From an optimization exercise on the open Yosys and OpenROAD flow, aimed at small area, a short achievable clock period and few clock cycles per item; shortcuts taken in it are not production practice.
Where RTL was checked, it was by simulation tests only, not by an equivalence proof against the original.
Only the layout flow was run in run 1; the RTL was not checked for function there.
Power and IR drop assume default switching activity.

==> flow/design.v (outline; a module is shown in full before it is edited, if it fits) <==
// module pp_nand2: 3 lines
// module pp_nor2: 3 lines
// module pp_inv: 3 lines
// module pp_aoi21: 3 lines
// module pp_oai21: 3 lines
// module pp_xor2: 3 lines
// module pp_xnor2: 3 lines
// module pp_nand3: 3 lines
// module pp_nor3: 3 lines
// module pp_mux2i: 3 lines
// module pp_add67: 1465 lines
// module pp_add8: 107 lines
// module mips_div64: 124 lines
// module clz64: 25 lines
module mips_div64(
  input  logic         clk,
  input  logic         reset,
  input  logic [63:0]  srcA,
  input  logic [63:0]  srcB,
  input  logic [4:0]   rob_ptr_in,
  input  logic [1:0]   hilo_prf_ptr_in,
  input  logic         is_signed_div,
  input  logic         start_div,
  output logic [127:0] y,
  output logic [4:0]   rob_ptr_out,
  output logic [1:0]   hilo_prf_ptr_out,
  output logic         ready,
  output logic         complete
);
  // ...
==> flow/flow/run.sh <==
#!/bin/bash
# Standard ORFS layout (the standard.sh) with one change to how it is
# made: the port buffers use the smallest buffer cell instead of the delay
# buffer buffer_ports picks by default.  All of make's output goes to
# standard_flow.log here.
set -euo pipefail
export BUFFER_PORTS_ARGS="-buffer_cell sky130_fd_sc_hd__buf_1"
bash standard.sh > standard_flow.log 2>&1
==> flow/standard.sh <==
#!/bin/bash
# synth_recipe.tcl (not shown) runs the flow's synth.tcl, then flattens the netlist and writes it again
# the make line also repeats each setting of config.mk as NAME=value (left out here)
make -C /OpenROAD-flow-scripts/flow DESIGN_CONFIG=/design/flow/config.mk WORK_HOME=/design/flow/orfs CLKGATE_MAP_FILE= SYNTH_SCRIPT=/design/flow/synth_recipe.tcl "${@:-finish}"
==> flow/config.mk <==
export PLATFORM = sky130hd
export DESIGN_NAME = mips_div64
export DESIGN_NICKNAME = mips_div64
export VERILOG_FILES = /design/flow/design.v
export SDC_FILE = /design/flow/constraint.sdc
export NUM_CORES = 4
export LEC_CHECK = 0
export CAP_MARGIN = 20
export CORE_MARGIN = 2
export CORE_UTILIZATION = 40
export SETUP_SLACK_MARGIN = 0.7
export SLEW_MARGIN = 20
export SYNTH_HIERARCHICAL = 1
==> flow/constraint.sdc <==
create_clock -name core_clock -period 4.0 [get_ports {clk}]
set_input_delay 0.8000 -clock core_clock [delete_from_list [all_inputs] [get_ports {clk}]]
set_output_delay 0.8000 -clock core_clock [all_outputs]
set_load 0.01 [all_outputs]
==> Flow_metrics.wiki, run 1 <==
{| class="wikitable"
! Metric !! Value
|-
| Status || no timing/DRC/antenna violations
|-
| Worst flop-to-flop path endpoint || r_D[53]
|-
| Logic depth of the worst setup path including buffers || 6
|-
| Final non-clock buffer share || 0.0931
|-
| Highest layer used for signal routing || met4
|-
| Cell count after synthesis || 2,598
|-
| Gate power share || 0.659
|-
| Initial standard-cell utilization of the core || 0.405
|-
| Seq. cell area || 5180 µm²
|-
| Post-synthesis cell area || 20,900 µm²
|-
| Antenna violations before repair || 1
|-
| Synthesized area divided by synthesized cell count || 8.04 µm²
|-
| Endpoint arrival time on the critical path || 3.66 ns
|-
| Commonest non-fill, non-tap cell in the layout || nand2_1
|-
| Share of the clock period used by the worst path after layout || 0.808
|-
| Minimum setup slack in the final design || 0.767 ns
|-
| CP Max Fanout || 50
|-
| FFs & Latches || 220
|-
| Met3 wire length || 5370 µm
|-
| Metal2 WL || 37,300 µm
|-
| Power dissipated in combinational cells || 14.7 mW
|-
| Endpoint type of the worst setup path || flop
|-
| Number of DRC markers in iteration 0 || 2,172
|-
| Total Routing Usage GR || 0.279
|-
| Number of levels the H-tree was split into || 1
|-
| Routed wire length || 78,100 µm
|-
| Endpoint of the worst hold-timing path || r_rob[1]
|}
==> module mips_div64, before the edit <==
module mips_div64(
  input  logic         clk,
  input  logic         reset,
  input  logic [63:0]  srcA,
  input  logic [63:0]  srcB,
  input  logic [4:0]   rob_ptr_in,
  input  logic [1:0]   hilo_prf_ptr_in,
  input  logic         is_signed_div,
  input  logic         start_div,
  output logic [127:0] y,
  output logic [4:0]   rob_ptr_out,
  output logic [1:0]   hilo_prf_ptr_out,
  output logic         ready,
  output logic         complete
);
   localparam integer LG_G = 1;
   localparam integer G = 1 << LG_G;
   localparam integer DW = 66 + G - 1;
   localparam logic [1:0] IDLE = 2'd0, SETUP = 2'd1, ITER = 2'd2, DONE = 2'd3;
   logic [1:0]    r_state;
   logic [64:0]   r_R;        
   logic [DW-1:0] r_D;        
   logic [63:0]   r_Q;        
   logic [7:0]    r_k;        
   logic [5:0]    r_cnt;
   logic          r_negA, r_qneg, r_exit;
   logic          r_z0;       
   logic [4:0]    r_rob;
   logic [1:0]    r_hilo;
   logic        sA, sB, qn, bz, ubigA, ubigB;
   logic [6:0]  cA, lsB0, lsB;
   logic [7:0]  k_in;
   assign sA    = is_signed_div & srcA[63];
   assign sB    = is_signed_div & srcB[63];
   assign qn    = sA ^ sB;
   assign bz    = ~|srcB;
   assign ubigA = ~is_signed_div & srcA[63];
   assign ubigB = ~is_signed_div & srcB[63];
   clz64 u_clzA (.x({srcA[63:1] ^ srcA[62:0], 1'b1}), .n(cA));
   clz64 u_clzB (.x({1'b0, srcB[63:1] ^ srcB[62:0]}), .n(lsB0));
   assign lsB   = ubigB ? 7'd0 : {1'b0, lsB0[5:0] | {6{lsB0[6]}}};
   pp_add8 u_k (.a({1'b0, lsB}), .b(~{1'b0, cA & {7{~ubigA}}}), .cin(srcA[63]), .s(k_in));
   logic [DW-1:0] d_lv [LG_G:6];
   logic          fill;
   assign fill       = ~r_qneg;
   assign d_lv[LG_G] = {r_D[DW-G:0], {(G-1){fill}}};
   for (genvar l = LG_G; l < 6; l++) begin : g_sh
      assign d_lv[l+1] = r_k[l] ? {d_lv[l][DW-1-(1<<l):0], {(1<<l){fill}}} : d_lv[l];
   end
   logic [DW-1:0] xs, sum;
   logic          cin, zero, acc;
   assign xs  = {{(DW-65){r_R[64]}}, r_R};
   assign cin = ~r_qneg;
   logic zero_n;
   pp_add67 u_add (.a(xs), .b(r_D), .cin(cin), .s(sum), .zn(zero_n));
   assign zero = ~zero_n;
   assign acc = (r_negA ? (sum[DW-1] | zero) : ~sum[DW-1]) & ~r_z0;
   logic start, setup_sub;
   assign start     = (r_state == IDLE) & start_div;
   assign setup_sub = (r_state == SETUP) & r_qneg & ~r_exit;
   always_ff @(posedge clk) begin
      if (reset) begin
         r_state <= IDLE;
      end else begin
         case (r_state)
           IDLE:  if (start_div) r_state <= SETUP;
           SETUP: r_state <= r_exit ? IDLE : ITER;
           ITER:  if (r_z0 | (r_cnt == 6'd0)) r_state <= DONE;
           DONE:  r_state <= IDLE;
         endcase
      end
   end
   logic upd, en_neg, en_pos;
   logic [3:0] en_R;
   assign upd    = (setup_sub | (r_state == ITER)) & ~r_z0;
   assign en_neg = start | (upd & r_negA);
   assign en_pos = start | (upd & (~r_negA | zero));
   for (genvar i = 0; i < 4; i++) begin : g_en
      pp_mux2i u_en (.s(sum[DW-1]), .a(~en_neg), .b(~en_pos), .y(en_R[i]));
   end
   always_ff @(posedge clk) begin
      r_k    <= k_in;
      r_exit <= bz | k_in[7];
   end
   always_ff @(posedge clk) begin
      if (start) begin
         r_negA <= sA;
         r_qneg <= qn;
         r_rob  <= rob_ptr_in;
         r_hilo <= hilo_prf_ptr_in;
      end
      for (int i = 0; i < 4; i++)
        if (en_R[i])
          r_R[16*i +: 16] <= start ? srcA[16*i +: 16] : sum[16*i +: 16];
      if (en_R[3])
        r_R[64] <= start ? sA : sum[64];
      r_z0 <= setup_sub & ~acc;
      if (r_state == SETUP)
        r_cnt <= r_k[5:0] | (G - 1);
      else
        r_cnt <= r_cnt - 6'd1;
   end
   always_ff @(posedge clk) begin
      if (start)
        r_D <= {{(DW-64){sB}}, srcB} ^ {DW{~qn}};
      else if (r_state == SETUP)
        r_D <= d_lv[6];
      else
        r_D <= {r_D[DW-1], r_D[DW-1:1]};
      if (start)
        r_Q <= bz ? (qn ? 64'd1 : '1) : '0;
      else if (r_state == SETUP)
        r_Q <= {64{r_qneg}};
      else if (r_z0)
        r_Q <= '0;
      else
        r_Q <= {r_Q[62:0], acc ^ r_qneg};
   end
   assign complete         = (r_state == DONE) | ((r_state == SETUP) & r_exit);
   assign ready            = (r_state == IDLE) & ~start_div;
   assign y                = {r_R[63:0], r_Q};
   assign rob_ptr_out      = r_rob;
   assign hilo_prf_ptr_out = r_hilo;
endmodule
==> run 2, diff against run 1 <==
--- a/flow/design.v
+++ b/flow/design.v
@@ -1629,6 +1629,29 @@
    logic          r_z0;       
    logic [4:0]    r_rob;
    logic [1:0]    r_hilo;
+   function automatic logic [6:0] clz64(input logic [63:0] x);
+      logic [15:0] v1; logic [31:0] c1;    
+      logic [3:0]  v2; logic [15:0] c2;    
+      logic        v3; logic [5:0]  c3;
+      for (int i = 0; i < 16; i++) begin
+         v1[i] = |x[4*i +: 4];
+         c1[2*i+1] = ~x[4*i+3] & ~x[4*i+2];
+         c1[2*i]   = ~x[4*i+3] & (x[4*i+2] | ~x[4*i+1]);
+      end
+      for (int i = 0; i < 4; i++) begin
+         v2[i] = |v1[4*i +: 4];
+         c2[4*i+3] = ~v1[4*i+3] & ~v1[4*i+2];
+         c2[4*i+2] = ~v1[4*i+3] & (v1[4*i+2] | ~v1[4*i+1]);
+         c2[4*i +: 2] = v1[4*i+3] ? c1[2*(4*i+3) +: 2] :
+                        v1[4*i+2] ? c1[2*(4*i+2) +: 2] :
+                        v1[4*i+1] ? c1[2*(4*i+1) +: 2] : c1[2*(4*i) +: 2];
+      end
+      v3 = |v2;
+      c3[5] = ~v2[3] & ~v2[2];
+      c3[4] = ~v2[3] & (v2[2] | ~v2[1]);
+      c3[3:0] = v2[3] ? c2[12 +: 4] : v2[2] ? c2[8 +: 4] : v2[1] ? c2[4 +: 4] : c2[0 +: 4];
+      clz64 = v3 ? {1'b0, c3} : 7'd64;
+   endfunction
    logic        sA, sB, qn, bz, ubigA, ubigB;
    logic [6:0]  cA, lsB0, lsB;
    logic [7:0]  k_in;
@@ -1638,8 +1661,8 @@
    assign bz    = ~|srcB;
    assign ubigA = ~is_signed_div & srcA[63];
    assign ubigB = ~is_signed_div & srcB[63];
-   clz64 u_clzA (.x({srcA[63:1] ^ srcA[62:0], 1'b1}), .n(cA));
-   clz64 u_clzB (.x({1'b0, srcB[63:1] ^ srcB[62:0]}), .n(lsB0));
+   assign cA    = clz64({srcA[63:1] ^ srcA[62:0], 1'b1});
+   assign lsB0  = clz64({1'b0, srcB[63:1] ^ srcB[62:0]});
    assign lsB   = ubigB ? 7'd0 : {1'b0, lsB0[5:0] | {6{lsB0[6]}}};
    pp_add8 u_k (.a({1'b0, lsB}), .b(~{1'b0, cA & {7{~ubigA}}}), .cin(srcA[63]), .s(k_in));
    logic [DW-1:0] d_lv [LG_G:6];
@@ -1724,28 +1747,3 @@
    assign rob_ptr_out      = r_rob;
    assign hilo_prf_ptr_out = r_hilo;
 endmodule
-module clz64(input logic [63:0] x, output logic [6:0] n);
-always_comb begin : b
-   logic [15:0] v1; logic [31:0] c1;    
-   logic [3:0]  v2; logic [15:0] c2;    
-   logic        v3; logic [5:0]  c3;
-   for (int i = 0; i < 16; i++) begin
-      v1[i] = |x[4*i +: 4];
-      c1[2*i+1] = ~x[4*i+3] & ~x[4*i+2];
-      c1[2*i]   = ~x[4*i+3] & (x[4*i+2] | ~x[4*i+1]);
-   end
-   for (int i = 0; i < 4; i++) begin
-      v2[i] = |v1[4*i +: 4];
-      c2[4*i+3] = ~v1[4*i+3] & ~v1[4*i+2];
-      c2[4*i+2] = ~v1[4*i+3] & (v1[4*i+2] | ~v1[4*i+1]);
-      c2[4*i +: 2] = v1[4*i+3] ? c1[2*(4*i+3) +: 2] :
-                     v1[4*i+2] ? c1[2*(4*i+2) +: 2] :
-                     v1[4*i+1] ? c1[2*(4*i+1) +: 2] : c1[2*(4*i) +: 2];
-   end
-   v3 = |v2;
-   c3[5] = ~v2[3] & ~v2[2];
-   c3[4] = ~v2[3] & (v2[2] | ~v2[1]);
-   c3[3:0] = v2[3] ? c2[12 +: 4] : v2[2] ? c2[8 +: 4] : v2[1] ? c2[4 +: 4] : c2[0 +: 4];
-   n = v3 ? {1'b0, c3} : 7'd64;
-end
-endmodule
--- a/flow/config.mk
+++ b/flow/config.mk
@@ -7,7 +7,7 @@
 export LEC_CHECK = 0
 export CAP_MARGIN = 20
 export CORE_MARGIN = 2
-export CORE_UTILIZATION = 40
+export CORE_UTILIZATION = 60
 export SETUP_SLACK_MARGIN = 0.7
 export SLEW_MARGIN = 20
 export SYNTH_HIERARCHICAL = 1
==> run 2 against run 1 <==
  * Power decreased by 12%
  * Critical endpoint is now r_exit
  * Highest routed layer unchanged
  * Maximum frequency down 2.8%
  * Sequential share of layout area is 0.91 points higher
  * Largest power group unchanged
  * Clock skew decreased by 0.032 ns
  * Global-route usage up 9.2 points
  * Clock power shrank 2%
  * Die area shrank 34%
  * Register-to-register slack about the same
==> Flow_metrics.wiki, run 2 <==
{| class="wikitable"
! Metric !! Value
|-
| Post-Place Worst Slack || 0.0418 ns (was -0.147 ns)
|-
| Largest stage delay, worst path || 0.50 ns (was 0.91 ns)
|-
| Standard cell with the maximum stage delay on the critical path || or4_1 (was dfxtp_4)
|-
| Largest registers || r_D: 67 flops, r_R: 65 flops, r_Q: 64 flops (unchanged)
|-
| Vert. Die Dim || 189 µm (was 232 µm)
|-
| Final standard cell utilization of the core || 0.700 (was 0.474)
|-
| Initial standard-cell utilization of the core || 0.610 (was 0.405)
|-
| Post-route ant nets || 0 (unchanged)
|-
| Cell count after synthesis || 2,700 (was 2,598)
|-
| Placed Cells incl. Taps || 3,332 (was 3,512)
|-
| Sequential power share || 0.235 (was 0.228)
|-
| Number of DRC markers in iteration 0 || 2,088 (was 2,172)
|-
| HPWL reported at the end of detailed placement || 51,900 µm (was 61,200 µm)
|-
| Skew-Pair Late Insertion Delay || 0.58 ns (was 0.61 ns)
|-
| Area of the core || 33,500 µm² (was 51,500 µm²)
|-
| Setup tns final || 0 ns (unchanged)
|-
| Total iterations of the first detailed-routing run || 6 (unchanged)
|-
| Worst-case reg-to-reg path depth || 14 (was 6)
|-
| Die extent in x || 189 µm (was 232 µm)
|-
| Net switching power || 9.59 mW (was 11.3 mW)
|-
| Via Count || 20,749 (was 20,344)
|-
| Commonest non-fill, non-tap cells in the layout || nand2_1 (407), buf_1 (272), nor2_1 (250) (was nand2_1 (390), buf_1 (270), nor2_1 (210))
|-
| Pwr/cell area || 831 nW/µm² (was 911 nW/µm²)
|-
| Category of the critical setup timing path || input port to flop (was flop to flop)
|-
| Logic depth of the worst setup path including buffers || 13 (was 6)
|-
| Synthesis-to-finish area growth || 14.7% (was 16.9%)
|-
| Status || no timing/DRC/antenna violations (unchanged)
|-
| DRC violations left || 0 (unchanged)
|-
| Number of levels the H-tree was split into || 1 (unchanged)
|-
| Fin. Hold Viols || 0 (unchanged)
|-
| Post-synthesis cell area || 20,500 µm² (was 20,900 µm²)
|-
| Minimum setup slack in the final design || 0.676 ns (was 0.767 ns)
|-
| Clock network fraction of total power || 0.126 (was 0.112)
|-
| Detailed-route wire length per cell || 20.3 µm (was 21.8 µm)
|-
| Type of the most critical hold path || input port to flop (unchanged)
|-
| Unrepaired setup endpoints after global routing || no (unchanged)
|-
| Leakage power figure || 9.02 nW (was 9.58 nW)
|-
| Share of the clock period used by the worst path after layout || 0.831 (was 0.808)
|-
| Proportion of total power due to net switching || 0.491 (was 0.506)
|-
| Maximum number of pins on one net before global-route repair || 194 (was 70)
|-
| Fmax || 0.301 GHz (was 0.309 GHz)
|-
| CP Max Fanout || 4 (was 50)
|-
| Worst Clk Skew || 0.0139 ns (was 0.0460 ns)
|-
| Vias in the first global route || 19,376 (was 19,985)
|-
| Synthesized area divided by synthesized cell count || 7.58 µm² (was 8.04 µm²)
|-
| Layout Cells excl Fill || 3,400 (was 3,578)
|-
| Rows || 67 (was 83)
|-
| CTS clock-pin slew for the worst setup and hold paths || 0.07 ns (was 0.06 ns)
|-
| Gate power share || 0.639 (was 0.659)
|-
| Largest voltage drop on the vdd net || 0.553 mV (was 0.670 mV)
|-
| Startpoint Class || input port (was flop)
|-
| Nets || 3,104 (was 3,049)
|-
| Final GP Congestion || 1.03 (unchanged)
|-
| Top-level I/O count || 276 (unchanged)
|-
| Wire length of the first global-routing pass || 105,000 µm (was 117,000 µm)
|-
| Final antenna diode count || 0 (unchanged)
|-
| Family of cells with the greatest summed delay on the critical path || compound AO/OA/AOI/OAI gates (was multiplexers)
|-
| Number of buffers and inverters on the critical path || 1 (unchanged)
|-
| Worst-path cell chain || buf_1, or4_1, o22ai_1, a21boi_1, o221ai_1, a221oi_2, o221ai_2, nor2_1, nor2_1, a21oi_2, o21ai_1, xor2_1, a21o_1 (was buf_12, mux2_2, mux2i_1, mux2i_1, a211oi_1, a22oi_1)
|-
| Largest register by flop count || r_D (unchanged)
|-
| Max-slew violation count || 0 (unchanged)
|-
| Slew headroom || 0.363 (was 0.300)
|-
| Endpoint type of the worst setup path || flop (unchanged)
|-
| TritonCTS Sinks || 220 (unchanged)
|-
| Post-layout min period || 3.32 ns (was 3.23 ns)
|-
| Worst hold path cell count || 1 (unchanged)
|-
| Maximum capacitance violations || 0 (unchanged)
|-
| Vias/cell || 6.10 (was 5.69)
|-
| Number of flip-flops under the largest register name || 67 (unchanged)
|-
| Antenna violations before repair || 0 (was 1)
|-
| Fraction of layout instances using a drive strength above 1 || 0.159 (was 0.176)
|-
| Die area || 35,600 µm² (was 54,000 µm²)
|-
| Actual slew at the worst max-slew pin || 0.955 ns (was 1.05 ns)
|-
| TritonCTS clock tree || built (unchanged)
|-
| Overflow left after global routing || 0 (unchanged)
|-
| Total Routing Usage GR || 0.371 (was 0.279)
|-
| Routed wire length || 69,200 µm (was 78,100 µm)
|-
| Worst EP required || 4.52 ns (was 4.42 ns)
|-
| YS warnings || 8 (was 9)
|-
| Cell repeated most along the worst path || nor2_1 (was mux2i_1)
|-
| Root buf cell || clkbuf_16 (unchanged)
|-
| Longest Clk Path Bufs || 3 (unchanged)
|-
| Endpoint arrival time on the critical path || 3.85 ns (was 3.66 ns)
|-
| Finish-stage setup viols || 0 (unchanged)
|-
| Port-buffer cells || 275 (unchanged)
|-
| Hold-fix buffer count after cts || 0 (unchanged)
|-
| Commonest non-fill, non-tap cell in the layout || nand2_1 (unchanged)
|-
| Number of buffers created by CTS || 27 (was 28)
|-
| P_int || 9.92 mW (was 11.0 mW)
|}
==> run 2: cell count changes in the layout (fill, tap and decap cells not counted), sizes merged, moves of 25 or more <==
| cell | delta |
|---|---|
| o21ai | +114 |
| xor2 | -69 |
| nor2 | +33 |
| o211ai | +29 |
| nand3 | +25 |
==> run 2: repair_timing <==
| item | in CTS | in global routing |
|---|---|---|
| pin swaps | 1 | 12 |
| buffers inserted | 3 | 15 |
| gates resized for setup | 12 | 76 |
| endpoints found under the setup margin | 79 | 86 |
| gates cloned | 0 | 1 |
| hold endpoints to repair | 0 | 0 |
==> run 2: power by group through the flow <==
| stage | Sequential (mW) | Clock, mW | Combinational (mW) |
|---|---|---|---|
| after floorplan | 4.13 | 0 | 9.27 |
| after global placement | 4.50 | 0 | 11.5 |
| after detailed placement | 4.54 | 0 | 11.6 |
| after CTS | 4.50 | 2.48 | 11.8 |
| after global routing | 4.68 | 2.56 | 13.5 |
| final | 4.58 | 2.46 | 12.5 |
==> run 2: metrics by stage <==
stage | instance area (µm²) | hold slack, ns | power [mW]
global route | 23500 | 0.375 | 20.7
global placement | 22100 | 0.384 | 16.0
finish | 23500 | 0.381 | 19.5
floorplan | 20600 | 0.371 | 13.4
detailed placement | 22100 | 0.389 | 16.2
CTS | 23100 | 0.375 | 18.8
==> run 2: final timing paths <==
check	start	endpoint	slack (ns)
setup / recovery	srcA[14]	r_exit	0.68
hold / removal	rob_ptr_in[1]	r_rob[1]	0.38
setup reg to reg	r_R[8]	r_R[1]	0.76
hold reg to reg	r_cnt[0]	r_cnt[0]	0.40
==> run 2: layout make-up <==
class	instances	area (µm²)
Tap cell	448	561
Inverter	164	622
Clock inverter	12	101
Clock buffer	37	774
Timing Repair Buffer	404	2130
Multi-Input combinational cell	2115	14100
Fill cell	2922	10100
Sequential cell	220	5190
==> run 2: routing by layer <==
metal | vias up | track usage | routed length, µm
met5 | - | 0 | 0
met4 | 0 | 0.197 | 4130
met2 | 996 | 0.617 | 32200
met3 | 204 | 0.0505 | 5650
met1 | 9736 | 0.471 | 27200
li1 | 9813 | - | -
Testbench counts of run 2, summed over its fixed seeds: cycles 33,279, items 2,400.
==> run 3, diff against run 2 <==
--- a/flow/config.mk
+++ b/flow/config.mk
@@ -7,7 +7,7 @@
 export LEC_CHECK = 0
 export CAP_MARGIN = 20
 export CORE_MARGIN = 2
-export CORE_UTILIZATION = 60
+export CORE_UTILIZATION = 40
 export SETUP_SLACK_MARGIN = 0.7
 export SLEW_MARGIN = 20
 export SYNTH_HIERARCHICAL = 1
==> run 3 against run 2 <==
  * Die area increased by 49%
  * Synthesized cell count unchanged
  * Via count increased by 0.69%
  * Flip-flop and latch count unchanged
  * Maximum frequency increased by 4.8%
  * Utilization decreased by 22 points
  * Area after synthesis unchanged
  * Sequential power decreased by 0.9%
  * Critical path type unchanged
  * Global-route usage decreased by 9.7 points
==> Flow_metrics.wiki, run 3 <==
{| class="wikitable"
! Metric !! Value
|-
| Die extent in x || 230 µm (was 189 µm)
|-
| Largest stage delay, worst path || 0.45 ns (was 0.50 ns)
|-
| Leakage power figure || 9.29 nW (was 9.02 nW)
|-
| Largest voltage drop on the vdd net || 0.470 mV (was 0.553 mV)
|-
| Post-synthesis cell area || 20,500 µm² (unchanged)
|-
| Fin. Hold Viols || 0 (unchanged)
|-
| Longest Clk Path Bufs || 3 (unchanged)
|-
| Timing startpoint of the critical path || srcB[60] (was srcA[14])
|-
| Post-layout min period || 3.17 ns (was 3.32 ns)
|-
| Standard cell with the maximum stage delay on the critical path || or3_1 (was or4_1)
|-
| CTS clock-pin slew for the worst setup and hold paths || 0.06 ns (was 0.07 ns)
|-
| Number of buffers created by CTS || 27 (unchanged)
|-
| Hold path startpoint || rob_ptr_in[4] (was rob_ptr_in[1])
|-
| Fmax || 0.315 GHz (was 0.301 GHz)
|-
| YS warnings || 8 (unchanged)
|-
| Pwr/cell area || 811 nW/µm² (was 831 nW/µm²)
|-
| Status || no timing/DRC/antenna violations (unchanged)
|-
| Maximum number of pins on one net before global-route repair || 194 (unchanged)
|-
| Port-buffer cells || 275 (unchanged)
|-
| TritonCTS clock tree || built (unchanged)
|-
| Vias/cell || 5.67 (was 6.10)
|-
| Filler Cell Count || 5,061 (was 2,922)
|-
| Cell repeated most along the worst path || o21ai_1 (was nor2_1)
|-
| Number of flip-flops under the largest register name || 67 (unchanged)
|-
| Wire length of the first global-routing pass || 114,000 µm (was 105,000 µm)
|-
| Vias in the first global route || 19,598 (was 19,376)
|-
| DRC violations left || 0 (unchanged)
|-
| Setup tns final || 0 ns (unchanged)
|-
| Top-level I/O count || 276 (unchanged)
|-
| Synthesized area divided by synthesized cell count || 7.58 µm² (unchanged)
|-
| TritonCTS Sinks || 220 (unchanged)
|-
| Slew headroom || 0.282 (was 0.363)
|-
| Final standard cell utilization of the core || 0.479 (was 0.700)
|-
| R2r startpoint || r_R[48] (was r_R[8])
|-
| Overflow left after global routing || 0 (unchanged)
|-
| Startpoint Class || input port (unchanged)
|-
| Die area || 53,000 µm² (was 35,600 µm²)
|-
| HPWL reported at the end of detailed placement || 58,600 µm (was 51,900 µm)
|-
| Detailed-route wire length per cell || 20.6 µm (was 20.3 µm)
|-
| Worst-path cell chain || buf_1, inv_1, ha_1, or3_1, or3_4, nor4_2, o21ai_1, o22ai_2, nand2_1, o21ai_1, a21oi_2, buf_4, o21ai_1, xor2_1 (was buf_1, or4_1, o22ai_1, a21boi_1, o221ai_1, a221oi_2, o221ai_2, nor2_1, nor2_1, a21oi_2, o21ai_1, xor2_1, a21o_1)
|-
| Largest register by flop count || r_D (unchanged)
|-
| Via Count || 20,893 (was 20,749)
|-
| Number of DRC markers in iteration 0 || 1,801 (was 2,088)
|-
| Antenna violations before repair || 1 (was 0)
|-
| Post-route ant nets || 0 (unchanged)
|-
| Rows || 82 (was 67)
|-
| Largest registers || r_D: 67 flops, r_R: 65 flops, r_Q: 64 flops (unchanged)
|-
| Endpoint type of the worst setup path || flop (unchanged)
|-
| Share of the clock period used by the worst path after layout || 0.793 (was 0.831)
|-
| Maximum capacitance violations || 0 (unchanged)
|-
| Commonest non-fill, non-tap cell in the layout || nand2_1 (unchanged)
|-
| Initial standard-cell utilization of the core || 0.406 (was 0.610)
|-
| Number of levels the H-tree was split into || 1 (unchanged)
|-
| Actual slew at the worst max-slew pin || 1.07 ns (was 0.955 ns)
|-
| Finish-stage setup viols || 0 (unchanged)
|-
| Root buf cell || clkbuf_16 (unchanged)
|-
| Endpoint arrival time on the critical path || 3.68 ns (was 3.85 ns)
|-
| Type of the most critical hold path || input port to flop (unchanged)
|-
| Synthesis-to-finish area growth || 18.0% (was 14.7%)
|-
| Worst EP required || 4.51 ns (was 4.52 ns)
|-
| Routed wire length || 76,100 µm (was 69,200 µm)
|-
| Worst Clk Skew || 0.0100 ns (was 0.0139 ns)
|-
| Total iterations of the first detailed-routing run || 6 (unchanged)
|-
| Max-slew violation count || 0 (unchanged)
|-
| Skew-Pair Late Insertion Delay || 0.58 ns (about the same)
|-
| Total Routing Usage GR || 0.274 (was 0.371)
|-
| Nets || 3,165 (was 3,104)
|-
| Vert. Die Dim || 230 µm (was 189 µm)
|-
| Cell count after synthesis || 2,700 (unchanged)
|-
| Commonest non-fill, non-tap cells in the layout || nand2_1 (407), buf_1 (273), nor2_1 (247) (was nand2_1 (407), buf_1 (272), nor2_1 (250))
|-
| Unrepaired setup endpoints after global routing || yes (was no)
|-
| Fraction of layout instances using a drive strength above 1 || 0.171 (was 0.159)
|-
| Category of the critical setup timing path || input port to flop (unchanged)
|-
| CP Max Fanout || 5 (was 4)
|-
| Area of the core || 50,400 µm² (was 33,500 µm²)
|-
| Final GP Congestion || 0.981 (was 1.03)
|}
## run 3: final cells by class
cell class              count  area [µm²]  area share
multi-input cells        2115       14000       0.581
flip-flops and latches    220        5180       0.215
repair buffers            465        2560       0.106
clock buffers              40         842      0.0349
well taps                 672         841      0.0348
inverters                 164         618      0.0256
clock inverters             9        70.1     0.00290
diodes                      1        2.50    0.000104
## run 3: what timing repair did
item                       CTS  global route
gates resized for setup     12            59
gates cloned                 0             0
setup endpoints to repair   69            70
hold buffers                 0             0
setup buffers                0            31
pin swaps                    0            13
## run 3: critical path, delay by kind of cell
family	cells	cell delay [ns]
adders and majority gates	1	0.32
xor gates and xnor gates	1	0.15
AOI/OAI and AO/OA	5	0.77
and+or+nand+nor	4	1.22
buffers and inverters	3	0.40
## run 3: path summary, 6_finish.rpt
| check | end | slack, ns | cells past startpoint |
|---|---|---|---|
| max | r_k[4] | 0.83 | 14 |
| min | r_rob[4] | 0.39 | 1 |
| max reg2reg | r_R[3] | 0.84 | 14 |
| min reg2reg | r_cnt[0] | 0.40 | 1 |
## run 3: metal layers
layer	up-vias	part of all wire	GRT usage
met2	893	0.48	0.465
met3	184	0.062	0.0293
met1	9892	0.40	0.347
met5	-	0	0
li1	9924	-	-
met4	0	0.056	0.133
## run 3: where the power goes
part           internal, mW  total, mW  switching (mW)
sequential             3.40       4.54            1.14
combinational          5.10       12.5            7.42
clock                  1.47       2.54            1.07
## run 3: metrics by stage
stage	power, mW	hold WS, ns	std cells	area, µm²	setup slack [ns]
CTS	19.2	0.361	3654	23700	0.707
global route	20.9	0.377	3686	24200	0.666
detailed placement	16.5	0.395	3605	22800	0.0421
finish	19.6	0.386	3686	24200	0.828
global placement	16.4	0.388	3605	22800	0.143
floorplan	13.4	0.371	2704	20600	0.697
==> run 4, diff against run 3 <==
--- a/flow/config.mk
+++ b/flow/config.mk
@@ -7,7 +7,7 @@
 export LEC_CHECK = 0
 export CAP_MARGIN = 20
 export CORE_MARGIN = 2
-export CORE_UTILIZATION = 40
-export SETUP_SLACK_MARGIN = 0.7
+export CORE_UTILIZATION = 50
+export SETUP_SLACK_MARGIN = 0.85
 export SLEW_MARGIN = 20
 export SYNTH_HIERARCHICAL = 1
==> run 4 against run 3 <==
  * Combinational power barely moved
  * Clock-buffer cell count fell by 6
  * Global-route usage rose by 5.8 points
  * Largest cell class unchanged
==> Flow_metrics.wiki, run 4 <==
{| class="wikitable"
! Metric !! Value
|-
| Nets || 3,154 (was 3,165)
|-
| Endpoint arrival time on the critical path || 3.64 ns (was 3.68 ns)
|-
| Total iterations of the first detailed-routing run || 6 (unchanged)
|-
| CP Max Fanout || 6 (was 5)
|-
| Vert. Die Dim || 206 µm (was 230 µm)
|-
| Vias in the first global route || 19,166 (was 19,598)
|-
| Root buf cell || clkbuf_16 (unchanged)
|-
| Leakage power figure || 9.42 nW (was 9.29 nW)
|-
| Cell count after synthesis || 2,700 (unchanged)
|-
| TritonCTS clock tree || built (unchanged)
|-
| Commonest non-fill, non-tap cell in the layout || nand2_1 (unchanged)
|-
| Actual slew at the worst max-slew pin || 0.922 ns (was 1.07 ns)
|-
| Vias/cell || 5.89 (was 5.67)
|-
| Routed wire length || 73,900 µm (was 76,100 µm)
|-
| R2r startpoint || r_D[15] (was r_R[48])
|-
| Antenna violations before repair || 0 (was 1)
|-
| Fraction of layout instances using a drive strength above 1 || 0.203 (was 0.171)
|-
| Hold-fix buffer count after cts || 0 (unchanged)
|-
| Startpoint Class || input port (unchanged)
|-
| Category of the critical setup timing path || input port to flop (unchanged)
|-
| Via Count || 20,806 (was 20,893)
|-
| Largest voltage drop on the vdd net || 0.620 mV (was 0.470 mV)
|-
| HPWL reported at the end of detailed placement || 56,300 µm (was 58,600 µm)
|-
| Maximum capacitance violations || 0 (unchanged)
|-
| Commonest non-fill, non-tap cells in the layout || nand2_1 (405), buf_1 (252), nor2_1 (225) (was nand2_1 (407), buf_1 (273), nor2_1 (247))
|-
| Largest register by flop count || r_D (unchanged)
|-
| Layout Cells excl Fill || 3,534 (was 3,686)
|-
| Slew headroom || 0.381 (was 0.282)
|-
| Detailed-route wire length per cell || 20.9 µm (was 20.6 µm)
|-
| Skew-Pair Late Insertion Delay || 0.58 ns (about the same)
|-
| Die area || 42,600 µm² (was 53,000 µm²)
|-
| DRC violations left || 0 (unchanged)
|-
| YS warnings || 8 (unchanged)
|-
| Fin. Hold Viols || 0 (unchanged)
|-
| Maximum number of pins on one net before global-route repair || 194 (unchanged)
|-
| Worst Clk Skew || 0.0123 ns (was 0.0100 ns)
|-
| Endpoint type of the worst setup path || flop (unchanged)
|-
| Post-synthesis cell area || 20,500 µm² (unchanged)
|-
| Number of DRC markers in iteration 0 || 2,046 (was 1,801)
|-
| Post-Place Worst Slack || -0.116 ns (was 0.0421 ns)
|-
| CTS clock-pin slew for the worst setup and hold paths || 0.06 ns (about the same)
|-
| Worst-case reg-to-reg path depth || 13 (was 14)
|-
| Endpoint of the worst hold-timing path || r_rob[4] (unchanged)
|-
| Fmax || 0.321 GHz (was 0.315 GHz)
|-
| Minimum setup slack in the final design || 0.887 ns (was 0.828 ns)
|-
| Synthesized area divided by synthesized cell count || 7.58 µm² (unchanged)
|-
| Number of flip-flops under the largest register name || 67 (unchanged)
|-
| Final antenna diode count || 0 (was 1)
|-
| Unrepaired setup endpoints after global routing || yes (unchanged)
|-
| Area of the core || 40,600 µm² (was 50,400 µm²)
|-
| Finish-stage setup viols || 0 (unchanged)
|-
| Synthesis-to-finish area growth || 19.3% (was 18.0%)
|-
| Share of the clock period used by the worst path after layout || 0.778 (was 0.793)
|-
| Longest Clk Path Bufs || 3 (unchanged)
|-
| Placed Cells incl. Taps || 3,445 (was 3,605)
|-
| Worst hold path cell count || 1 (unchanged)
|-
| Largest registers || r_D: 67 flops, r_R: 65 flops, r_Q: 64 flops (unchanged)
|-
| Post-route ant nets || 0 (unchanged)
|-
| Max-slew violation count || 0 (unchanged)
|-
| Port-buffer cells || 275 (unchanged)
|-
| Type of the most critical hold path || input port to flop (unchanged)
|-
| Worst EP required || 4.52 ns (was 4.51 ns)
|-
| Top-level I/O count || 276 (unchanged)
|-
| Status || no timing/DRC/antenna violations (unchanged)
|-
| Pwr/cell area || 808 nW/µm² (was 811 nW/µm²)
|-
| Number of levels the H-tree was split into || 1 (unchanged)
|-
| Final GP Congestion || 0.977 (was 0.981)
|-
| Total Routing Usage GR || 0.332 (was 0.274)
|-
| Worst flop-to-flop path endpoint || r_R[22] (was r_R[3])
|-
| TritonCTS Sinks || 220 (unchanged)
|-
| Final standard cell utilization of the core || 0.601 (was 0.479)
|-
| Initial standard-cell utilization of the core || 0.503 (was 0.406)
|-
| Hold path startpoint || rob_ptr_in[4] (unchanged)
|-
| Slack of the worst reg-to-reg path || 0.93 ns (was 0.84 ns)
|-
| Post-layout min period || 3.11 ns (was 3.17 ns)
|-
| Rows || 74 (was 82)
|-
| Overflow left after global routing || 0 (unchanged)
|-
| Number of buffers created by CTS || 27 (unchanged)
|-
| Die extent in x || 206 µm (was 230 µm)
|-
| Wire length of the first global-routing pass || 109,000 µm (was 114,000 µm)
|}
-- run 4: layout make-up --
cell class	count	area, µm²
clock inverters	15	114
fillers	3810	16200
clock buffers	34	777
multi-input cells	2115	14500
flip-flops and latches	220	5200
inverters	164	618
repair buffers	454	2530
well taps	532	666
-- run 4: per-stage QoR --
step	total power, mW	instance area (µm²)	setup TNS, ns	hold slack (ns)
final	19.7	24400	0	0.387
after global routing	21.0	24400	0	0.381
after CTS	19.2	23700	0	0.367
after detailed placement	16.5	22600	-0.116	0.394
after global placement	16.4	22600	-0.0219	0.389
after floorplan	13.4	20700	0	0.371
-- run 4: worst max-delay path by stage --
stage	from	end	slack, ns	cells past startpoint
global route	srcA[59]	r_exit	0.76	16
finish	srcA[13]	r_exit	0.89	16
detailed placement	srcB[59]	r_exit	-0.12	16
global placement	srcB[59]	r_exit	-0.02	16
floorplan	r_qneg	r_R[48]	0.70	12
CTS	r_R[9]	r_Q[0]	0.85	16
-- run 4: per-layer routing --
layer	share of wire	GRT usage	vias up	routed length (µm)
met5	0	0	-	0
met1	0.40	0.419	9770	29600
li1	-	-	9919	-
met2	0.46	0.536	901	34100
met3	0.074	0.0484	216	5440
met4	0.065	0.202	0	4810
-- run 4: critical path, stage by stage --
cell and delay (ns):
buf_1 0.15, or4_1 0.54, o22ai_2 0.16, o21ai_0 0.14, a31oi_2 0.24, nor4_4 0.07, o31ai_1 0.24, buf_4 0.18
a41oi_4 0.14, nor2_2 0.16, o21ai_2 0.08, a21oi_2 0.24, buf_6 0.16, o21ai_4 0.06, xor2_1 0.16, a21o_1 0.10
-- run 4: power breakdown --
group | switching (mW) | internal (mW) | total (mW)
clock | 1.09 | 1.39 | 2.48
sequential | 1.21 | 3.41 | 4.62
combinational | 7.46 | 5.16 | 12.6
-- run 4: repair_timing --
action / 4_1_cts / 5_1_grt
resized for setup: 52 / 140
pin swaps: 8 / 45
setup endpoints to repair: 70 / 72
buffers inserted: 12 / 28
==> run 5, diff against run 4 <==
--- a/flow/config.mk
+++ b/flow/config.mk
@@ -8,6 +8,7 @@
 export CAP_MARGIN = 20
 export CORE_MARGIN = 2
 export CORE_UTILIZATION = 50
-export SETUP_SLACK_MARGIN = 0.85
+export PLACE_DENSITY = 0.7
+export SETUP_SLACK_MARGIN = 0.7
 export SLEW_MARGIN = 20
 export SYNTH_HIERARCHICAL = 1
==> run 5 against run 4 <==
  * Area after synthesis stayed put
  * Wire length is 1.7% lower
  * Cell count is 0.42% lower
  * Largest cell class unchanged
  * Power is 0.95% lower
  * Combinational power hardly changed
  * Hold slack better by 0.019 ns
  * Via count is 0.58% higher
  * Utilization is 1.4 points lower
  * Largest power group unchanged
  * Flip-flop and latch count stayed put
==> Flow_metrics.wiki, run 5 <==
{| class="wikitable"
! Metric !! Value
|-
| Fraction of layout instances using a drive strength above 1 || 0.172 (was 0.203)
|-
| Number of flip-flops under the largest register name || 67 (unchanged)
|-
| Commonest non-fill, non-tap cell in the layout || nand2_1 (unchanged)
|-
| Final GP Congestion || 1.04 (was 0.977)
|-
| Pwr/cell area || 820 nW/µm² (was 808 nW/µm²)
|-
| Largest voltage drop on the vdd net || 0.454 mV (was 0.620 mV)
|-
| TritonCTS clock tree || built (unchanged)
|-
| Maximum capacitance violations || 0 (unchanged)
|-
| Wire length of the first global-routing pass || 109,000 µm (about the same)
|-
| Total iterations of the first detailed-routing run || 6 (unchanged)
|-
| Synthesis-to-finish area growth || 16.5% (was 19.3%)
|-
| TritonCTS Sinks || 220 (unchanged)
|-
| Number of DRC markers in iteration 0 || 1,985 (was 2,046)
|-
| Max-slew violation count || 0 (unchanged)
|-
| Slack of the worst reg-to-reg path || 0.80 ns (was 0.93 ns)
|-
| Finish-stage setup viols || 0 (unchanged)
|-
| Vert. Die Dim || 206 µm (unchanged)
|-
| Commonest non-fill, non-tap cells in the layout || nand2_1 (405), buf_1 (269), nor2_1 (240) (was nand2_1 (405), buf_1 (252), nor2_1 (225))
|-
| Largest stage delay, worst path || 0.53 ns (was 0.54 ns)
|-
| Setup tns final || 0 ns (unchanged)
|-
| Antenna violations before repair || 1 (was 0)
|-
| Skew-Pair Late Insertion Delay || 0.58 ns (about the same)
|-
| Initial standard-cell utilization of the core || 0.503 (unchanged)
|-
| Type of the most critical hold path || input port to flop (unchanged)
|-
| Post-synthesis cell area || 20,500 µm² (unchanged)
|-
| Slew headroom || 0.291 (was 0.381)
|-
| Leakage power figure || 9.16 nW (was 9.42 nW)
|-
| Unrepaired setup endpoints after global routing || yes (unchanged)
|-
| Via Count || 20,926 (was 20,806)
|-
| Endpoint of the worst hold-timing path || r_rob[1] (was r_rob[4])
|-
| Status || no timing/DRC/antenna violations (unchanged)
|-
| Post-layout power || 19.5 mW (was 19.7 mW)
|-
| YS warnings || 8 (unchanged)
|-
| Detailed-route wire length per cell || 20.6 µm (was 20.9 µm)
|-
| Root buf cell || clkbuf_16 (unchanged)
|-
| Total Routing Usage GR || 0.331 (was 0.332)
|-
| Hold-fix buffer count after cts || 0 (unchanged)
|-
| Standard cell with the maximum stage delay on the critical path || or4_1 (unchanged)
|-
| Nets || 3,138 (was 3,154)
|-
| Rows || 74 (unchanged)
|-
| Cell count after synthesis || 2,700 (unchanged)
|-
| R2r startpoint || r_R[9] (was r_D[15])
|-
| Hold path startpoint || rob_ptr_in[1] (was rob_ptr_in[4])
|-
| Die area || 42,600 µm² (unchanged)
|-
| Actual slew at the worst max-slew pin || 1.06 ns (was 0.922 ns)
|-
| Number of buffers created by CTS || 27 (unchanged)
|-
| Maximum number of pins on one net before global-route repair || 104 (was 194)
|-
| Vias/cell || 5.95 (was 5.89)
|-
| Worst flop-to-flop path endpoint || r_R[3] (was r_R[22])
|-
| Port-buffer cells || 275 (unchanged)
|-
| CP Max Fanout || 6 (unchanged)
|-
| Longest Clk Path Bufs || 3 (unchanged)
|-
| Worst EP required || 4.49 ns (was 4.52 ns)
|-
| Worst-path cell chain || buf_1, or4_1, o22ai_2, a21boi_1, o221ai_1, a221oi_2, o221ai_2, nor2_1, nor2_1, a21oi_2, buf_4, inv_1, a21oi_2, xnor2_1 (was buf_1, or4_1, o22ai_2, o21ai_0, a31oi_2, nor4_4, o31ai_1, buf_4, a41oi_4, nor2_2, o21ai_2, a21oi_2, buf_6, o21ai_4, xor2_1, a21o_1)
|-
| Category of the critical setup timing path || input port to flop (unchanged)
|-
| CTS clock-pin slew for the worst setup and hold paths || 0.06 ns (about the same)
|-
| Number of levels the H-tree was split into || 1 (unchanged)
|-
| Largest registers || r_D: 67 flops, r_R: 65 flops, r_Q: 64 flops (unchanged)
|-
| Worst hold path cell count || 1 (unchanged)
|-
| HPWL reported at the end of detailed placement || 55,900 µm (was 56,300 µm)
|-
| Routed wire length || 72,600 µm (was 73,900 µm)
|-
| Top-level I/O count || 276 (unchanged)
|-
| Overflow left after global routing || 0 (unchanged)
|-
| Worst Clk Skew || 0.0256 ns (was 0.0123 ns)
|-
| Startpoint Class || input port (unchanged)
|-
| Endpoint type of the worst setup path || flop (unchanged)
|-
| Post-layout min period || 3.25 ns (was 3.11 ns)
|-
| Fmax || 0.308 GHz (was 0.321 GHz)
|-
| Share of the clock period used by the worst path after layout || 0.812 (was 0.778)
|-
| Vias in the first global route || 19,542 (was 19,166)
|-
| DRC violations left || 0 (unchanged)
|-
| Worst-case reg-to-reg path depth || 13 (unchanged)
|-
| Die extent in x || 206 µm (unchanged)
|-
| Area of the core || 40,600 µm² (unchanged)
|-
| Post-route ant nets || 0 (unchanged)
|-
| Fin. Hold Viols || 0 (unchanged)
|-
| Largest register by flop count || r_D (unchanged)
|-
| Endpoint arrival time on the critical path || 3.74 ns (was 3.64 ns)
|-
| Synthesized area divided by synthesized cell count || 7.58 µm² (unchanged)
|}
[run 5: cell count changes in the layout (fill, tap and decap cells not counted), moves of 12 or more]
cell	change
nor2_2	-13
buf_1	+17
buf_4	-12
nor2_1	+15
dfxtp_1	+14
dfxtp_2	-15
[run 5: final cells by class]
cell class | instances | area (µm²)
timing repair buffer | 438 | 2300
inverter | 164 | 627
multi-input combinational | 2115 | 14100
sequential | 220 | 5190
clock inverter | 10 | 95.1
fill | 3855 | 16800
antenna | 1 | 2.50
clock buffer | 39 | 825
tap | 532 | 666
[run 5: worst max path at each step]
stage / startpoint / endpoint / slack (ns) / cells after the start
floorplan: r_qneg / r_R[48] / 0.70 / 12
global placement: srcA[13] / r_k[5] / 0.15 / 14
detailed placement: srcA[28] / r_k[4] / 0.09 / 15
CTS: r_D[1] / r_R[1] / 0.70 / 13
global route: r_R[16] / r_Q[0] / 0.66 / 16
finish: srcA[13] / r_k[5] / 0.75 / 14
[run 5: report_power, final]
group          switching, mW  internal (mW)  total [mW]
logic                   7.45           5.06        12.5
registers               1.09           3.40        4.49
clock network           1.04           1.50        2.54
total                   9.58           9.96        19.5
[run 5: through the flow]
step           instance area, µm²  hold slack [ns]   util  worst slack [ns]  instances
2_1_floorplan               20600            0.371      -             0.697       2704
3_3_place_gp                22400            0.384  0.550             0.145       3444
3_5_place_dp                22400            0.393  0.550            0.0948       3444
4_1_cts                     23400            0.384  0.575             0.701       3495
5_1_grt                     23800            0.395  0.586             0.661       3519
6_report                    23800            0.405  0.586             0.753       3519
[run 5: repair_timing]
item	in CTS	in global routing
cloned	0	0
buffers inserted	2	23
setup endpoints to repair	67	85
hold endpoints to repair	0	0
pin swaps	0	14
resized for setup	15	85
[run 5: layer usage]
metal / GRT usage / up-vias / share of wire / wire [µm]
met4: 0.220 / 0 / 0.073 / 5320
met5: 0 / - / 0 / 0
met2: 0.528 / 966 / 0.46 / 33200
met3: 0.0429 / 238 / 0.071 / 5120
met1: 0.419 / 9846 / 0.40 / 29000
li1: - / 9876 / - / -
[run 5: critical path, delay by kind of cell]
kind / cells / cell delay (ns)
compound gates: 7 / 1.68
xor+xnor: 1 / 0.12
buf+inv: 3 / 0.32
simple gates: 3 / 0.81
==> run 6, diff against run 5 <==
--- a/flow/config.mk
+++ b/flow/config.mk
@@ -8,7 +8,6 @@
 export CAP_MARGIN = 20
 export CORE_MARGIN = 2
 export CORE_UTILIZATION = 50
-export PLACE_DENSITY = 0.7
 export SETUP_SLACK_MARGIN = 0.7
 export SLEW_MARGIN = 20
 export SYNTH_HIERARCHICAL = 1
==> run 6 against run 5 <==
  * Still clean
  * Clock skew fell by 0.014 ns
  * Utilization fell by 0.58 points
  * Register-to-register slack improved by 0.02 ns
  * Wire length fell by 1.2%
==> Flow_metrics.wiki, run 6 <==
{| class="wikitable"
! Metric !! Value
|-
| Number of DRC markers in iteration 0 || 1,929 (was 1,985)
|-
| Skew-Pair Late Insertion Delay || 0.58 ns (about the same)
|-
| Die area || 42,600 µm² (unchanged)
|-
| Fin. Hold Viols || 0 (unchanged)
|-
| Post-route ant nets || 0 (unchanged)
|-
| Unrepaired setup endpoints after global routing || yes (unchanged)
|-
| Overflow left after global routing || 0 (unchanged)
|-
| Synthesis-to-finish area growth || 15.3% (was 16.5%)
|-
| Final standard cell utilization of the core || 0.580 (was 0.586)
|-
| Global routing's busiest layer || met2 (unchanged)
|-
| Number of flip-flops under the largest register name || 67 (unchanged)
|-
| Die extent in x || 206 µm (unchanged)
|-
| Cell area reported after detailed placement || 22,300 µm² (was 22,400 µm²)
|-
| Category of the critical setup timing path || input port to flop (unchanged)
|-
| Rows || 74 (unchanged)
|-
| Actual slew at the worst max-slew pin || 0.967 ns (was 1.06 ns)
|-
| Endpoint arrival time on the critical path || 3.67 ns (was 3.74 ns)
|-
| Vias in the first global route || 18,841 (was 19,542)
|-
| Endpoint type of the worst setup path || flop (unchanged)
|-
| Max-slew violation count || 0 (unchanged)
|-
| Number of levels the H-tree was split into || 1 (unchanged)
|-
| DRC violations left || 0 (unchanged)
|-
| Worst Clk Skew || 0.0115 ns (was 0.0256 ns)
|-
| Post-synthesis cell area || 20,500 µm² (unchanged)
|-
| YS warnings || 8 (unchanged)
|-
| Slew headroom || 0.355 (was 0.291)
|-
| Largest register by flop count || r_D (unchanged)
|-
| Routed wire length || 71,800 µm (was 72,600 µm)
|-
| Standard cell with the maximum stage delay on the critical path || or4_1 (unchanged)
|-
| Commonest non-fill, non-tap cells in the layout || nand2_1 (407), buf_1 (271), nor2_1 (256) (was nand2_1 (405), buf_1 (269), nor2_1 (240))
|-
| Synthesized area divided by synthesized cell count || 7.58 µm² (unchanged)
|-
| Number of buffers and inverters on the critical path || 1 (was 3)
|-
| GRT met1 Usage || 0.422 (was 0.419)
|-
| Root buf cell || clkbuf_16 (unchanged)
|-
| Post-layout power || 19.4 mW (was 19.5 mW)
|-
| GR Layer Usage met2 || 0.541 (was 0.528)
|-
| CTS clock-pin slew for the worst setup and hold paths || 0.06 ns (about the same)
|-
| Longest Clk Path Bufs || 3 (unchanged)
|-
| Commonest non-fill, non-tap cell in the layout || nand2_1 (unchanged)
|-
| Type of the most critical hold path || input port to flop (unchanged)
|-
| Total Routing Usage GR || 0.326 (was 0.331)
|-
| Final std cell area, no fill || 23,600 µm² (was 23,800 µm²)
|-
| HPWL reported at the end of detailed placement || 55,200 µm (was 55,900 µm)
|-
| Wire length of the first global-routing pass || 108,000 µm (was 109,000 µm)
|-
| Family of cells with the greatest summed delay on the critical path || compound AO/OA/AOI/OAI gates (unchanged)
|-
| Port-buffer cells || 275 (unchanged)
|-
| Largest registers || r_D: 67 flops, r_R: 65 flops, r_Q: 64 flops (unchanged)
|-
| Finish-stage setup viols || 0 (unchanged)
|-
| Detailed-route wire length per cell || 20.5 µm (was 20.6 µm)
|-
| CP Max Fanout || 4 (was 6)
|-
| Status || no timing/DRC/antenna violations (unchanged)
|-
| Initial standard-cell utilization of the core || 0.503 (unchanged)
|-
| Share of the clock period used by the worst path after layout || 0.799 (was 0.812)
|-
| Fmax || 0.313 GHz (was 0.308 GHz)
|-
| Cell repeated most along the worst path || o21ai_1
|-
| Area of the core || 40,600 µm² (unchanged)
|-
| Total iterations of the first detailed-routing run || 5 (was 6)
|-
| Final antenna diode count || 0 (was 1)
|-
| Setup tns final || 0 ns (unchanged)
|-
| Vert. Die Dim || 206 µm (unchanged)
|-
| Nets || 3,112 (was 3,138)
|-
| Maximum number of pins on one net before global-route repair || 194 (was 104)
|-
| Largest stage delay, worst path || 0.56 ns (was 0.53 ns)
|-
| Number of buffers created by CTS || 27 (unchanged)
|-
| Antenna violations before repair || 0 (was 1)
|-
| Worst-path cell chain || buf_1, or4_1, o22a_1, nor2_4, nand2_2, o221ai_1, a221oi_2, o221ai_2, nor2_1, o21ai_1, a21oi_2, o21ai_1, xor2_1, a21o_1 (was buf_1, or4_1, o22ai_2, a21boi_1, o221ai_1, a221oi_2, o221ai_2, nor2_1, nor2_1, a21oi_2, buf_4, inv_1, a21oi_2, xnor2_1)
|-
| GR met3 Demand/Resource || 0.0405 (was 0.0429)
|-
| TritonCTS clock tree || built (unchanged)
|-
| Cell count after synthesis || 2,700 (unchanged)
|-
| Fraction of layout instances using a drive strength above 1 || 0.154 (was 0.172)
|-
| Maximum capacitance violations || 0 (unchanged)
|-
| Startpoint Class || input port (unchanged)
|-
| Final GP Congestion || 0.986 (was 1.04)
|-
| Leakage power figure || 9.04 nW (was 9.16 nW)
|-
| Top-level I/O count || 276 (unchanged)
|-
| Via Count || 20,603 (was 20,926)
|-
| Hold-fix buffer count after cts || 0 (unchanged)
|-
| TritonCTS Sinks || 220 (unchanged)
|-
| Largest voltage drop on the vdd net || 0.442 mV (was 0.454 mV)
|-
| Post-layout min period || 3.20 ns (was 3.25 ns)
|-
| Pwr/cell area || 822 nW/µm² (was 820 nW/µm²)
|-
| Vias/cell || 5.90 (was 5.95)
|-
| Worst EP required || 4.47 ns (was 4.49 ns)
|}
-- run 6: worst reg2reg max path, delay by kind of cell (launching register included) --
kind / cells / cell delay (ns)
multiplexers: 1 / 0.27
AO/OA/AOI/OAI: 3 / 0.46
flip-flops: 1 / 0.60
XOR/XNOR: 1 / 0.15
buffers and inverters: 3 / 0.51
AND/OR/NAND/NOR: 5 / 0.87
-- run 6: what timing repair did --
item / 4_1_cts / 5_1_grt
pin swaps: 0 / 15
buffers inserted: 0 / 11
resized for setup: 3 / 60
endpoints found under the setup margin: 66 / 74
gates cloned: 0 / 0
endpoints found under the hold margin: 0 / 0
-- run 6: final cells by class --
type	instances	area (µm²)
Multi-Input combinational cell	2115	14100
Fill cell	3946	17100
Clock buffer	39	803
Tap cell	532	666
Timing Repair Buffer	412	2140
Sequential cell	220	5180
Clock inverter	11	128
Inverter	164	618
-- run 6: through the flow --
stage	cells	worst slack, ns	hold slack [ns]
2_1_floorplan	2704	0.697	0.371
3_3_place_gp	3432	0.155	0.386
3_5_place_dp	3432	0.116	0.395
4_1_cts	3482	0.702	0.364
5_1_grt	3493	0.653	0.375
6_report	3493	0.803	0.390
-- run 6: final timing paths --
kind         slack [ns]  depth (start not counted)           from       end
max reg2reg        0.82                         13        r_D[17]    r_R[7]
max                0.80                         14       srcA[30]    r_exit
min                0.39                          1  rob_ptr_in[0]  r_rob[0]
min reg2reg        0.41                          1       r_cnt[0]  r_cnt[0]
-- run 6: power by group --
part | leakage, nW | internal (mW) | switching (mW)
combinational | 6.65 | 4.96 | 7.31
sequential | 1.94 | 3.40 | 1.15
clock | 0.461 | 1.53 | 1.05
total | 9.04 | 9.88 | 9.52
-- run 6: per-layer routing --
layer	routed length (µm)	vias up	part of all wire
met4	3640	0	0.051
met2	33800	878	0.47
met1	29500	9743	0.41
met5	0	-	0
li1	-	9819	-
met3	4860	163	0.068

[separate check: timing with driven ports]
No port has a modelled driver above. Below, the same layouts with a new extraction and two added sets of constraints. Step 1: set_driving_cell puts a clkbuf_16 on clk and a buf_2 on each other input, an assumption about the parent block. Step 2 times the ports against the registers' clock, not the clock port: input delays grow and output delays shrink by t, the midpoint of the rising clock arrivals with the driver on. Three values: ideal ports, drivers, drivers and shift; two values: the first two.
| run | shift t [ns] | setup slack, ns | latest minus earliest clock arrival (ns) |
|---|---|---|---|
| run 1 | 0.651 | 0.767 / 0.767 / 0.229 | 0.046 / 0.046 |
| run 2 | 0.632 | 0.676 / 0.712 / 0.080 | 0.014 / 0.014 |
| run 3 | 0.632 | 0.828 / 0.838 / 0.222 | 0.010 / 0.010 |
| run 4 | 0.636 | 0.887 / 0.927 / 0.291 | 0.013 / 0.012 |
| run 5 | 0.629 | 0.753 / 0.792 / 0.163 | 0.025 / 0.025 |
| run 6 | 0.635 | 0.803 / 0.820 / 0.206 | 0.012 / 0.012 |
After both steps every run listed still meets setup and hold. The setup slack of run 3, which loses most, moves by +0.010 ns with the drivers and by -0.606 ns with both steps.
